Source: an optimization exercise on an open RTL-to-GDS flow (aim: small area). Production flows keep margins and buffers that such runs may drop.
Only simulation tests tie the RTL to the original design; equivalence was not proved.

==> 06-08: inputs <==
==> flow/design.v <==
module cpu (
  input  wire        CLK,
  input  wire        PAUSE,
  input  wire        RST,
  input  wire        STEP,
  input  wire [15:0] insn,
  input  wire [15:0] mem_rdata,
  output wire [3:0]  cpuout_regfile_ra,
  output wire [15:0] cpuout_regfile_rd,
  output wire [7:0]  cpuout_PC,
  output reg  [15:0] cpuout_IF_insn,
  output reg  [15:0] cpuout_ID_insn,
  output reg  [15:0] cpuout_EX_insn,
  output reg  [15:0] cpuout_MEM_insn,
  output reg  [15:0] cpuout_WB_insn,
  output wire        cpuout_memupdate,
  output wire [7:0]  cpuout_memaddr,
  output wire [15:0] cpuout_memdata
  );
  reg [5:0] counter;
  always @ (posedge CLK) begin
    if (RST | PAUSE) counter <= 6'd0;
    else counter <= counter + 6'd1;
  end
  reg [5:0] db_counter;
  reg       btn_state;
  always @ (posedge CLK) begin
    if (RST) begin
      btn_state <= 1'b0;
      db_counter <= 6'd0;
    end
    else if (!STEP)
      db_counter <= 6'd0;
    else begin
      db_counter <= db_counter + 6'd1;
      if (&db_counter) btn_state <= ~btn_state;
    end
  end
  wire step_down = STEP & (&db_counter) & ~btn_state;
  reg adv0, adv1, writewindow;
  always @ (posedge CLK) begin
    if (RST) begin
      adv0 <= 1'b0;
      adv1 <= 1'b0;
      writewindow <= 1'b0;
    end
    else begin
      adv0 <= PAUSE ? step_down : (&counter);
      adv1 <= adv0;
      writewindow <= adv1;
    end
  end
  reg [3:0] scanreg;
  always @ (posedge CLK) begin
    if (RST) scanreg <= 4'h0;
    else scanreg <= scanreg + 4'h1;
  end
  wire [3:0] id_op = cpuout_IF_insn[15:12];
  wire [3:0] id_rs = cpuout_IF_insn[11:8];
  wire [3:0] id_rt = cpuout_IF_insn[7:4];
  wire [7:0] id_imm = cpuout_IF_insn[7:0];
  wire [3:0] mem_op = cpuout_EX_insn[15:12];    
  wire [3:0] wb_op = cpuout_MEM_insn[15:12];    
  wire wb_regwrite = (wb_op != 4'b0000) & (wb_op != 4'b0111) & ~wb_op[3]
                   | (wb_op == 4'b1000);
  wire [3:0] wb_wa = (wb_op == 4'b0010) ? cpuout_MEM_insn[11:8] : cpuout_MEM_insn[3:0];
  reg [15:0] wb_val;
  wire we = wb_regwrite & writewindow;
  wire [3:0] rwa1 = (adv0 | adv1 | writewindow) ? (we ? wb_wa : id_rs) : scanreg;
  reg [15:0] ram [0:15];
  wire [15:0] wd = RST ? 16'h0000 : wb_val;
  genvar gi;
  generate
    for (gi = 0; gi < 16; gi = gi + 1) begin : rf
      always @ (posedge CLK) begin
        if (RST | (we & (rwa1 == gi))) ram[gi] <= wd;
      end
    end
  endgenerate
  wire [15:0] rd1 = ram[rwa1];
  wire [15:0] rd2 = ram[id_rt];
  reg [7:0] PC;
  wire zero = ~(|rd1);
  wire taken = (id_op[3:2] == 2'b11) & (id_op[0] ^ zero);
  wire [7:0] pc_next = taken ? (id_op[1] ? rd2[7:0] : id_imm) : PC + 8'd1;
  wire is_sub = (id_op == 4'b0011) | (id_op == 4'b0110);
  wire [15:0] b = (id_op == 4'b0010) ? {{8{id_imm[7]}}, id_imm} : rd2;
  wire [15:0] sum = rd1 + (b ^ {16{is_sub}}) + {15'd0, is_sub};
  reg [15:0] alu;
  always @ (*) begin
    case (id_op)
      4'b0100: alu = rd1 & rd2;
      4'b0101: alu = rd1 | rd2;
      4'b0110: alu = {15'd0, sum[15]};
      4'b1001, 4'b1010: alu = rd1;
      default: alu = sum;
    endcase
  end
  wire [7:0] id_addr = (id_op == 4'b1010) ? id_imm : rd2[7:0];
  always @ (posedge CLK or posedge RST) begin
    if (RST) begin
      PC <= 8'h00;
      cpuout_IF_insn <= 16'h0000;
      cpuout_ID_insn <= 16'h0000;
      cpuout_EX_insn <= 16'h0000;
      cpuout_MEM_insn <= 16'h0000;
      cpuout_WB_insn <= 16'h0000;
    end
    else if (adv1) begin
      PC <= pc_next;
      cpuout_IF_insn <= taken ? 16'h0000 : insn;
      cpuout_ID_insn <= cpuout_IF_insn;
      cpuout_EX_insn <= cpuout_ID_insn;
      cpuout_MEM_insn <= cpuout_EX_insn;
      cpuout_WB_insn <= cpuout_MEM_insn;
    end
  end
  reg [15:0] ex_val;
  reg [7:0]  ex_addr;
  reg [15:0] mem_val;
  reg [7:0]  mem_addr;
  always @ (posedge CLK) begin
    if (adv1) begin
      ex_val <= alu;
      ex_addr <= id_addr;
      mem_val <= ex_val;
      mem_addr <= ex_addr;
      wb_val <= (mem_op == 4'b1000) ? mem_rdata : mem_val;
    end
  end
  assign cpuout_memupdate = writewindow & ((mem_op == 4'b1001) | (mem_op == 4'b1010));
  assign cpuout_memaddr = mem_addr;
  assign cpuout_memdata = mem_val;
  assign cpuout_PC = PC;
  assign cpuout_regfile_ra = scanreg;
  assign cpuout_regfile_rd = rd1;
endmodule
==> flow/run.sh <==
#!/bin/bash
# synth_recipe.tcl (not shown) runs the flow's synth.tcl, then flattens the netlist and writes it again
# the make line also repeats each setting of config.mk as NAME=value (left out here)
make -C /OpenROAD-flow-scripts/flow DESIGN_CONFIG=/design/flow/config.mk WORK_HOME=/design/flow/orfs CLKGATE_MAP_FILE= SYNTH_SCRIPT=/design/flow/synth_recipe.tcl finish
==> flow/config.mk <==
export PLATFORM = sky130hd
export DESIGN_NAME = cpu
export DESIGN_NICKNAME = cpu
export VERILOG_FILES = /design/flow/design.v
export SDC_FILE = /design/flow/constraint.sdc
export NUM_CORES = 4
export LEC_CHECK = 0
export CAP_MARGIN = 20
export CORE_AREA = 10 10 240 240
export DIE_AREA = 0 0 250 250
export PLACE_DENSITY = 0.6
export SLEW_MARGIN = 20
==> flow/constraint.sdc <==
create_clock -name core_clock -period 9.0 [get_ports {CLK}]
set_input_delay 1.8000 -clock core_clock [delete_from_list [all_inputs] [get_ports {CLK}]]
set_output_delay 1.8000 -clock core_clock [all_outputs]
set_load 0.01 [all_outputs]
==> inputs of 02-16, as changes to 06-08 <==
==> flow/flow/run.sh (new file) <==
#!/bin/bash
# Own layout flow: the standard flow (standard.sh) with
#  - an area-oriented ABC script in synthesis (flow/synth.tcl, flow/abc.script),
#  - the smallest buffer on the ports,
#  - CTS and power-recovery settings below.
# make's full output goes to flow.log in the work folder; ORFS keeps each
# step's own log under orfs/logs.
set -euo pipefail
W=$(pwd)
export AREA_ABC_SCRIPT=$W/flow/abc.script
export FLOW_SYNTH_TCL=$W/synth_recipe.tcl
export BUFFER_PORTS_ARGS="-buffer_cell sky130_fd_sc_hd__buf_1"
export RECOVER_POWER=100
export CTS_ARGS="-sink_clustering_enable -repair_clock_nets -buf_list {sky130_fd_sc_hd__clkbuf_4 sky130_fd_sc_hd__clkbuf_8 sky130_fd_sc_hd__clkbuf_16}"
sed "s#SYNTH_SCRIPT=[^ ]*#SYNTH_SCRIPT=$W/flow/synth.tcl#" standard.sh > own_standard.sh
grep -q "SYNTH_SCRIPT=$W/flow/synth.tcl" own_standard.sh
bash own_standard.sh finish > $W/flow.log 2>&1
==> flow/flow/abc.script (new file) <==
strash
&get -n
&fraig -x
&put
scorr
dc2
strash
&get -n
&dch -f
&nf -R 1000
&put
topo
==> flow/flow/synth.tcl (new file) <==
# The standard flow's synthesis (synth_recipe.tcl), with the final ABC mapping run on an
# area-oriented script instead of ORFS's delay-oriented one.
proc abc {args} {
  set i [lsearch -exact $args -script]
  if {$i >= 0} { lset args [expr {$i + 1}] $::env(AREA_ABC_SCRIPT) }
  yosys abc {*}$args
}
source $::env(FLOW_SYNTH_TCL)
==> flow/standard.sh (new file) <==
#!/bin/bash
# synth_recipe.tcl (not shown) runs the flow's synth.tcl, then flattens the netlist and writes it again
# the make line also repeats each setting of config.mk as NAME=value (left out here)
make -C /OpenROAD-flow-scripts/flow DESIGN_CONFIG=/design/flow/config.mk WORK_HOME=/design/flow/orfs CLKGATE_MAP_FILE= SYNTH_SCRIPT=/design/flow/synth_recipe.tcl "${@:-finish}"
removed: flow/run.sh
==> inputs of 06-06, as changes to 06-08 <==
==> flow/flow/run.sh (new file) <==
#!/bin/bash
# Own layout flow: the standard flow (standard.sh) with
#  - an area-oriented ABC script in synthesis (flow/synth.tcl, flow/abc.script),
#  - the smallest buffer on the ports,
#  - a clock tree of small buffers, without dummy loads (CTS_ARGS).
# make's full output goes to flow.log in the work folder; ORFS keeps each
# step's own log under orfs/logs.
set -euo pipefail
W=$(pwd)
export AREA_ABC_SCRIPT=$W/flow/abc.script
export FLOW_SYNTH_TCL=$W/synth_recipe.tcl
export BUFFER_PORTS_ARGS="-buffer_cell sky130_fd_sc_hd__buf_1"
export CTS_ARGS="-sink_clustering_enable -repair_clock_nets -dont_use_dummy_load -buf_list sky130_fd_sc_hd__clkbuf_4 -sink_clustering_size 10 -sink_clustering_max_diameter 40"
sed "s#SYNTH_SCRIPT=[^ ]*#SYNTH_SCRIPT=$W/flow/synth.tcl#" standard.sh > own_standard.sh
grep -q "SYNTH_SCRIPT=$W/flow/synth.tcl" own_standard.sh
bash own_standard.sh finish > $W/flow.log 2>&1
==> flow/flow/abc.script (new file) <==
strash
&get -n
&fraig -x
&put
scorr
dc2
strash
&get -n
&dch -f
&nf -R 1000
&put
topo
==> flow/flow/synth.tcl (new file) <==
# The standard flow's synthesis (synth_recipe.tcl), with the final ABC mapping run on an
# area-oriented script instead of ORFS's delay-oriented one.
proc abc {args} {
  set i [lsearch -exact $args -script]
  if {$i >= 0} { lset args [expr {$i + 1}] $::env(AREA_ABC_SCRIPT) }
  yosys abc {*}$args
}
source $::env(FLOW_SYNTH_TCL)
==> flow/standard.sh (new file) <==
#!/bin/bash
# synth_recipe.tcl (not shown) runs the flow's synth.tcl, then flattens the netlist and writes it again
# the make line also repeats each setting of config.mk as NAME=value (left out here)
make -C /OpenROAD-flow-scripts/flow DESIGN_CONFIG=/design/flow/config.mk WORK_HOME=/design/flow/orfs CLKGATE_MAP_FILE= SYNTH_SCRIPT=/design/flow/synth_recipe.tcl "${@:-finish}"
CORE_AREA = 5 5 225 225   (was 10 10 240 240)
DIE_AREA = 0 0 230 230   (was 0 0 250 250)
removed: flow/run.sh
==> results.cfg <==
[power]
netSwitchingPower_mw = 1.92
comb_power_share = 0.319
p_per_area_mw_per_mm2 = 254
p_clk_frac = 0.179

[routing]
wl_met1_mm = 23.9
vias_per_cell = 6.39
vias = 14300

[setup_path]
path_cells = nor3_1, xnor2_1, and3_1, mux2i_1, o21ai_0, nand2_1, nor2_1, buf_4, a22oi_1, nand2_1, a21oi_1, nand4_1, a21oi_1, nor2_1, buf_1

[worst_hold_path]
holdPathEnd = mem_val[4]

[finish]
fill_cells = 4359
layout_common_cells = 320 x edfxtp_1, 167 x buf_1, 129 x nand2_1, 103 x nor2_1, 94 x a21oi_1

[placement]
place_ws_ns = 2.11

[status]
status = timing/DRC/antenna clean

[sta]
worst_pin_slew_ns = 1.20
That was 06-06.
==> results.cfg <==
[worst_hold_path]
holdPathEnd = mem_val[11]

[finish]
layout_common_cells = 320 x edfxtp_1, 168 x clkdlybuf4s50_1, 153 x nand2_1, 98 x a21oi_1, 90 x mux2_2
fill_cells = 4667

[power]
p_per_area_mw_per_mm2 = 195
netSwitchingPower_mw = 1.34
comb_power_share = 0.151

[status]
status = timing/DRC/antenna clean

[routing]
vias = 16800
wl_met1_mm = 31.9
That was 06-08.
==> results.cfg <==
[status]
status = finished with violations
so.violations = max-capacitance violations, max-slew violations

[routing]
wl_met1_mm = 25.0
vias = 14300

[sta]
slew_violations = 310

[finish]
fill_cells = 4872
layout_common_cells = 320 x edfxtp_1, 166 x buf_1, 133 x nand2_1, 103 x nor2_1, 94 x a21oi_1

[power]
netSwitchingPower_mw = 2.08
p_clk_frac = 0.301

[flow_run]
drv_cap = 7

[worst_hold_path]
holdPathEnd = mem_addr[7]
That was 02-16.

==> what the ideal ports hide <==
Ports are ideal in the flow. The routed layouts listed here were re-timed in OpenROAD.
Step 1 sets driving cells, clkbuf_16 on the clock port and buf_2 on the other inputs (assumed; they add their load-dependent delay and slew).
Step 2, shift: input delay + t, output delay - t, t = (earliest + latest rising clock arrival at the registers) / 2. This alone moves slack from input paths to output paths.
Slacks: ideal ports / drivers / drivers and shift; pairs: ideal ports / drivers.
| run | t (ns) | slack for setup (ns) | worst slew at a driven data input, ns | pins driven straight from the clock port |
|---|---|---|---|---|
| 06-08 | 0.653 | 1.666 / 1.605 / 2.170 | 0.07 | 1 |
| 02-16 | 0.624 | 1.147 / 1.147 / 0.623 | 0.04 | 1 |
| 06-06 | 0.831 | 1.628 / 1.580 / 1.727 | 0.06 | 1 |
The setup slack of 02-16, which loses most, moves by 0.000 ns with the drivers and by -0.524 ns with both steps.
